Background: an optimization exercise with open tools, aiming at small area and a short achievable clock period. Do not read the settings as production practice. The RTL was checked by simulation tests, not by an equivalence proof against the original design. Power figures rest on the tool's default switching activity, not on a simulated workload.

## main
==> flow/design.v (excerpt) <==
module fp32_mul (
    input wire          clk         ,
    input wire          rst_n       ,
    input wire [31:0]   a           ,        
    input wire [31:0]   b           ,        
    input wire          in_valid    ,        
    output reg          out_valid   ,        
    output reg [31:0]   result               
);
    wire [7:0]  ea = a[30:23];
    wire [7:0]  eb = b[30:23];
    wire [22:0] fa = a[22:0];
    wire [22:0] fb = b[22:0];
    wire a_e0 = (ea == 8'h00);
    wire b_e0 = (eb == 8'h00);
    wire a_e1 = (ea == 8'hff);
    wire b_e1 = (eb == 8'hff);
    wire a_f0 = (fa == 23'h0);
    wire b_f0 = (fb == 23'h0);
    wire a_zero = a_e0 & a_f0;
    wire b_zero = b_e0 & b_f0;
    wire a_inf  = a_e1 & a_f0;
    wire b_inf  = b_e1 & b_f0;
    wire a_nan  = a_e1 & ~a_f0;
    wire b_nan  = b_e1 & ~b_f0;
    wire c_nan  = a_nan | b_nan | (a_inf & b_zero) | (b_inf & a_zero);
    wire c_inf  = a_inf | b_inf;
  ...
For scale: roughly 2700 cells after synthesis, ~180 flip-flops, ~100 I/O pins, about 22000 um2 of cells after synthesis.
Settings: LEC_CHECK=0, ABC_AREA=1, CAP_MARGIN=20, CORE_MARGIN=2, CORE_UTILIZATION=40, SETUP_SLACK_MARGIN=5, SLEW_MARGIN=20, SYNTH_HIERARCHICAL=1, SYNTH_MINIMUM_KEEP_SIZE=0; clock period 10.0 ns.
standard.sh (not shown) runs the stock make flow with config.mk's settings and CLKGATE_MAP_FILE= SYNTH_SCRIPT=/design/flow/synth_recipe.tcl, a recipe that flattens the netlist after the stock synthesis.
==> flow/flow/run.sh <==
#!/bin/bash
# The standard layout (standard.sh) with two changes: the ports are buffered
# by buf_2 cells instead of the default delay buffers, and the setup repair
# aims for a slack of 6 ns. Synthesis is unchanged.
set -euo pipefail
sed "s/SETUP_SLACK_MARGIN=[0-9.]*/SETUP_SLACK_MARGIN=6/" standard.sh > standard_margin.sh
bash standard_margin.sh BUFFER_PORTS_ARGS="-buffer_cell sky130_fd_sc_hd__buf_2" finish > flow_make.log 2>&1
Input-level comparison between the feature branch and main:
--- a/flow/design.v
+++ b/flow/design.v
@@ -146,38 +146,39 @@
     assign bsf[20] = (rsb[0] & cb[20]) | (rsb[1] & cb[19]) | (rsb[2] & cb[18]) | (rsb[3] & cb[17]);
     assign bsf[21] = (rsb[0] & cb[21]) | (rsb[1] & cb[20]) | (rsb[2] & cb[19]) | (rsb[3] & cb[18]);
     assign bsf[22] = (rsb[0] & cb[22]) | (rsb[1] & cb[21]) | (rsb[2] & cb[20]) | (rsb[3] & cb[19]);
     wire [4:0]  lza = {qsa[4] | qsa[5], qsa[2] | qsa[3], qsa[1] | qsa[3] | qsa[5],
                        rsa[2] | rsa[3], rsa[1] | rsa[3]};
     wire [4:0]  lzb = {qsb[4] | qsb[5], qsb[2] | qsb[3], qsb[1] | qsb[3] | qsb[5],
                        rsb[2] | rsb[3], rsb[1] | rsb[3]};
     reg         s1_valid;
     reg [22:0]  s1_xf, s1_yf;
-    reg [8:0]   s1_esum;
+    reg [7:0]   s1_ea, s1_eb;
     reg [4:0]   s1_lz;
     reg         s1_sign, s1_nan, s1_inf, s1_zero;
     always @(posedge clk or negedge rst_n) begin
         if (!rst_n) s1_valid <= 1'b0;
         else        s1_valid <= in_valid;
     end
     always @(posedge clk) begin
         s1_xf    <= asf;
         s1_yf    <= bsf;
-        s1_esum  <= {1'b0, ea[7:1], ea[0] | a_e0} + {1'b0, eb[7:1], eb[0] | b_e0};
+        s1_ea    <= {ea[7:1], ea[0] | a_e0};
+        s1_eb    <= {eb[7:1], eb[0] | b_e0};
         s1_lz    <= lza | lzb;
         s1_sign  <= a[31] ^ b[31];
         s1_nan   <= c_nan;
         s1_inf   <= c_inf;
         s1_zero  <= c_zero;
     end
     wire [23:0] xn  = {1'b1, s1_xf};
     wire [23:0] yn  = {1'b1, s1_yf};
-    wire [9:0]  e1  = {1'b0, s1_esum} - 10'd127 - {5'd0, s1_lz};
+    wire [9:0]  e1  = {2'b0, s1_ea} + {2'b0, s1_eb} - 10'd127 - {5'd0, s1_lz};
     wire [31:0] tzx_v = {8'hff, xn};
     wire tzx_a0_0 = tzx_v[0] | tzx_v[1];
     wire [0:0] tzx_z0_0 = ~tzx_v[0];
     wire tzx_a0_1 = tzx_v[2] | tzx_v[3];
     wire [0:0] tzx_z0_1 = ~tzx_v[2];
     wire tzx_a0_2 = tzx_v[4] | tzx_v[5];
     wire [0:0] tzx_z0_2 = ~tzx_v[4];
     wire tzx_a0_3 = tzx_v[6] | tzx_v[7];
     wire [0:0] tzx_z0_3 = ~tzx_v[6];
## What came out
Compared with main, number of cells produced by synthesis in the feature branch increased slightly.
[compare] base=main new=the feature branch: core utilization about even; setup slack rose 0.036 ns; via count rose 144; internal portion of total power about even; total area of sequential cells rose 3.8%.
Summary — sequential fraction of total cell area, the feature branch relative to main: higher, by 0.48 points.
Measured against each other, the feature branch and main differ in global-route usage over all layers, the higher figure coming from the feature branch.
main and the feature branch ended up with roughly the same combinational group share of total power.

* * *

RTL: one of the versions met above, not the one the previous note started from.
Size: about 2,800 cells after synthesis, about 190 flip-flops, about 22,000 sq um of cells after synthesis.
## fp32_mul
module fp32_mul (
    input wire          clk         ,
    input wire          rst_n       ,
    input wire [31:0]   a           ,        
    input wire [31:0]   b           ,        
    input wire          in_valid    ,        
    output reg          out_valid   ,        
    output reg [31:0]   result               
);
    wire [7:0]  ea = a[30:23];
    wire [7:0]  eb = b[30:23];
    wire [22:0] fa = a[22:0];
    wire [22:0] fb = b[22:0];
    wire a_e0 = (ea == 8'h00);
    wire b_e0 = (eb == 8'h00);
    wire a_e1 = (ea == 8'hff);
    wire b_e1 = (eb == 8'hff);
    wire a_f0 = (fa == 23'h0);
    wire b_f0 = (fb == 23'h0);
    wire a_zero = a_e0 & a_f0;
    wire b_zero = b_e0 & b_f0;
    wire a_inf  = a_e1 & a_f0;
    wire b_inf  = b_e1 & b_f0;
    wire a_nan  = a_e1 & ~a_f0;
    wire b_nan  = b_e1 & ~b_f0;
    wire c_nan  = a_nan | b_nan | (a_inf & b_zero) | (b_inf & a_zero);
    wire c_inf  = a_inf | b_inf;
    wire c_zero = a_zero | b_zero | (a_e0 & b_e0);
    wire [23:0] ma = {~a_e0, fa};
    wire [23:0] mb = {~b_e0, fb};
    wire [5:0]  qsa, qsb;
    wire [3:0]  rsa, rsb;
    wire [23:0] ca, cb;
  ...
==> flow/config.mk <==
export PLATFORM = sky130hd
export DESIGN_NAME = fp32_mul
export DESIGN_NICKNAME = fp32_mul
export VERILOG_FILES = /design/flow/design.v
export SDC_FILE = /design/flow/constraint.sdc
export NUM_CORES = 4
export LEC_CHECK = 0
export ABC_AREA = 1
export CAP_MARGIN = 20
export CORE_MARGIN = 2
export CORE_UTILIZATION = 40
export SETUP_SLACK_MARGIN = 5
export SLEW_MARGIN = 20
export SYNTH_HIERARCHICAL = 1
export SYNTH_MINIMUM_KEEP_SIZE = 0
export TNS_END_PERCENT = 10
==> flow/constraint.sdc <==
create_clock -name core_clock -period 10.0 [get_ports {clk}]
set_input_delay 2.0000 -clock core_clock [delete_from_list [all_inputs] [get_ports {clk}]]
set_output_delay 2.0000 -clock core_clock [all_outputs]
set_load 0.01 [all_outputs]
Scripts as last shown in full above: flow/flow/run.sh
Then changed:
--- a/flow/design.v
+++ b/flow/design.v
@@ -143,45 +143,44 @@
     assign bsf[17] = (rsb[0] & cb[17]) | (rsb[1] & cb[16]) | (rsb[2] & cb[15]) | (rsb[3] & cb[14]);
     assign bsf[18] = (rsb[0] & cb[18]) | (rsb[1] & cb[17]) | (rsb[2] & cb[16]) | (rsb[3] & cb[15]);
     assign bsf[19] = (rsb[0] & cb[19]) | (rsb[1] & cb[18]) | (rsb[2] & cb[17]) | (rsb[3] & cb[16]);
     assign bsf[20] = (rsb[0] & cb[20]) | (rsb[1] & cb[19]) | (rsb[2] & cb[18]) | (rsb[3] & cb[17]);
     assign bsf[21] = (rsb[0] & cb[21]) | (rsb[1] & cb[20]) | (rsb[2] & cb[19]) | (rsb[3] & cb[18]);
     assign bsf[22] = (rsb[0] & cb[22]) | (rsb[1] & cb[21]) | (rsb[2] & cb[20]) | (rsb[3] & cb[19]);
     wire [4:0]  lza = {qsa[4] | qsa[5], qsa[2] | qsa[3], qsa[1] | qsa[3] | qsa[5],
                        rsa[2] | rsa[3], rsa[1] | rsa[3]};
     wire [4:0]  lzb = {qsb[4] | qsb[5], qsb[2] | qsb[3], qsb[1] | qsb[3] | qsb[5],
                        rsb[2] | rsb[3], rsb[1] | rsb[3]};
     reg         s1_valid;
     reg [22:0]  s1_xf, s1_yf;
-    reg [7:0]   s1_ea, s1_eb;
+    reg [8:0]   s1_esum;
     reg [4:0]   s1_lz;
     reg         s1_sign, s1_nan, s1_inf, s1_zero;
     always @(posedge clk or negedge rst_n) begin
         if (!rst_n) s1_valid <= 1'b0;
         else        s1_valid <= in_valid;
     end
     always @(posedge clk) begin
         s1_xf    <= asf;
         s1_yf    <= bsf;
-        s1_ea    <= {ea[7:1], ea[0] | a_e0};
-        s1_eb    <= {eb[7:1], eb[0] | b_e0};
+        s1_esum  <= {1'b0, ea[7:1], ea[0] | a_e0} + {1'b0, eb[7:1], eb[0] | b_e0};
         s1_lz    <= lza | lzb;
         s1_sign  <= a[31] ^ b[31];
         s1_nan   <= c_nan;
         s1_inf   <= c_inf;
         s1_zero  <= c_zero;
     end
     wire [23:0] xn  = {1'b1, s1_xf};
     wire [23:0] yn  = {1'b1, s1_yf};
-    wire [9:0]  e1  = {2'b0, s1_ea} + {2'b0, s1_eb} - 10'd127 - {5'd0, s1_lz};
+    wire [9:0]  e1  = {1'b0, s1_esum} - 10'd127 - {5'd0, s1_lz};
     wire [31:0] tzx_v = {8'hff, xn};
     wire tzx_a0_0 = tzx_v[0] | tzx_v[1];
     wire [0:0] tzx_z0_0 = ~tzx_v[0];
     wire tzx_a0_1 = tzx_v[2] | tzx_v[3];
     wire [0:0] tzx_z0_1 = ~tzx_v[2];
     wire tzx_a0_2 = tzx_v[4] | tzx_v[5];
     wire [0:0] tzx_z0_2 = ~tzx_v[4];
     wire tzx_a0_3 = tzx_v[6] | tzx_v[7];
     wire [0:0] tzx_z0_3 = ~tzx_v[6];
     wire tzx_a0_4 = tzx_v[8] | tzx_v[9];
     wire [0:0] tzx_z0_4 = ~tzx_v[8];
     wire tzx_a0_5 = tzx_v[10] | tzx_v[11];
Outcome: The changed run completed with no timing, DRC or antenna violations. Cell area hardly moves. Clock-buffer cell count is unchanged. Via count falls by 0.61%. Wire length falls by 2.1%. Worst setup slack is better by 0.055 ns. Die area falls by 0.58%. Final cell count falls by 1.9%. Power rises by 0.51%. Synthesized area falls by 0.59%. Hold slack stays flat. Core utilization is about the same. Combinational power barely changes. Maximum frequency rises by 1.4%.

re-timing with driven ports:
No port has a modelled driver above. Below, the same layouts with a new extraction and two added sets of constraints. Step 1 sets driving cells, clkbuf_16 on the clock port and buf_2 on the other inputs (assumed; they add their load-dependent delay and slew). Step 2, shift: input delay + t, output delay - t, t = (earliest + latest rising clock arrival at the registers) / 2. This alone moves slack from input paths to output paths. Slacks: ideal ports / drivers / drivers and shift; pairs: ideal ports / drivers.
| run | t, ns | slack for setup (ns) | hold WS [ns] | worst register clock-pin slew, ns | worst slew at a driven data input, ns |
|---|---|---|---|---|---|
| main | 0.557 | 5.979 / 5.979 / 5.585 | 0.333 / 0.333 / 0.333 | 0.09 / 0.09 | 0.06 |
| the feature branch | 0.540 | 6.015 / 6.015 / 5.626 | 0.340 / 0.340 / 0.340 | 0.09 / 0.09 | 0.03 |
| the first run of note 2 | 0.547 | 5.910 / 5.910 / 5.540 | 0.331 / 0.331 / 0.331 | 0.09 / 0.09 | 0.04 |
| the second run of note 2 | 0.566 | 5.964 / 5.964 / 5.520 | 0.331 / 0.331 / 0.331 | 0.10 / 0.10 | 0.06 |
After both steps setup and hold are still met in every run listed. For the second run of note 2, which loses most, drivers alone change the setup slack by 0.000 ns; drivers and shift together by -0.444 ns.
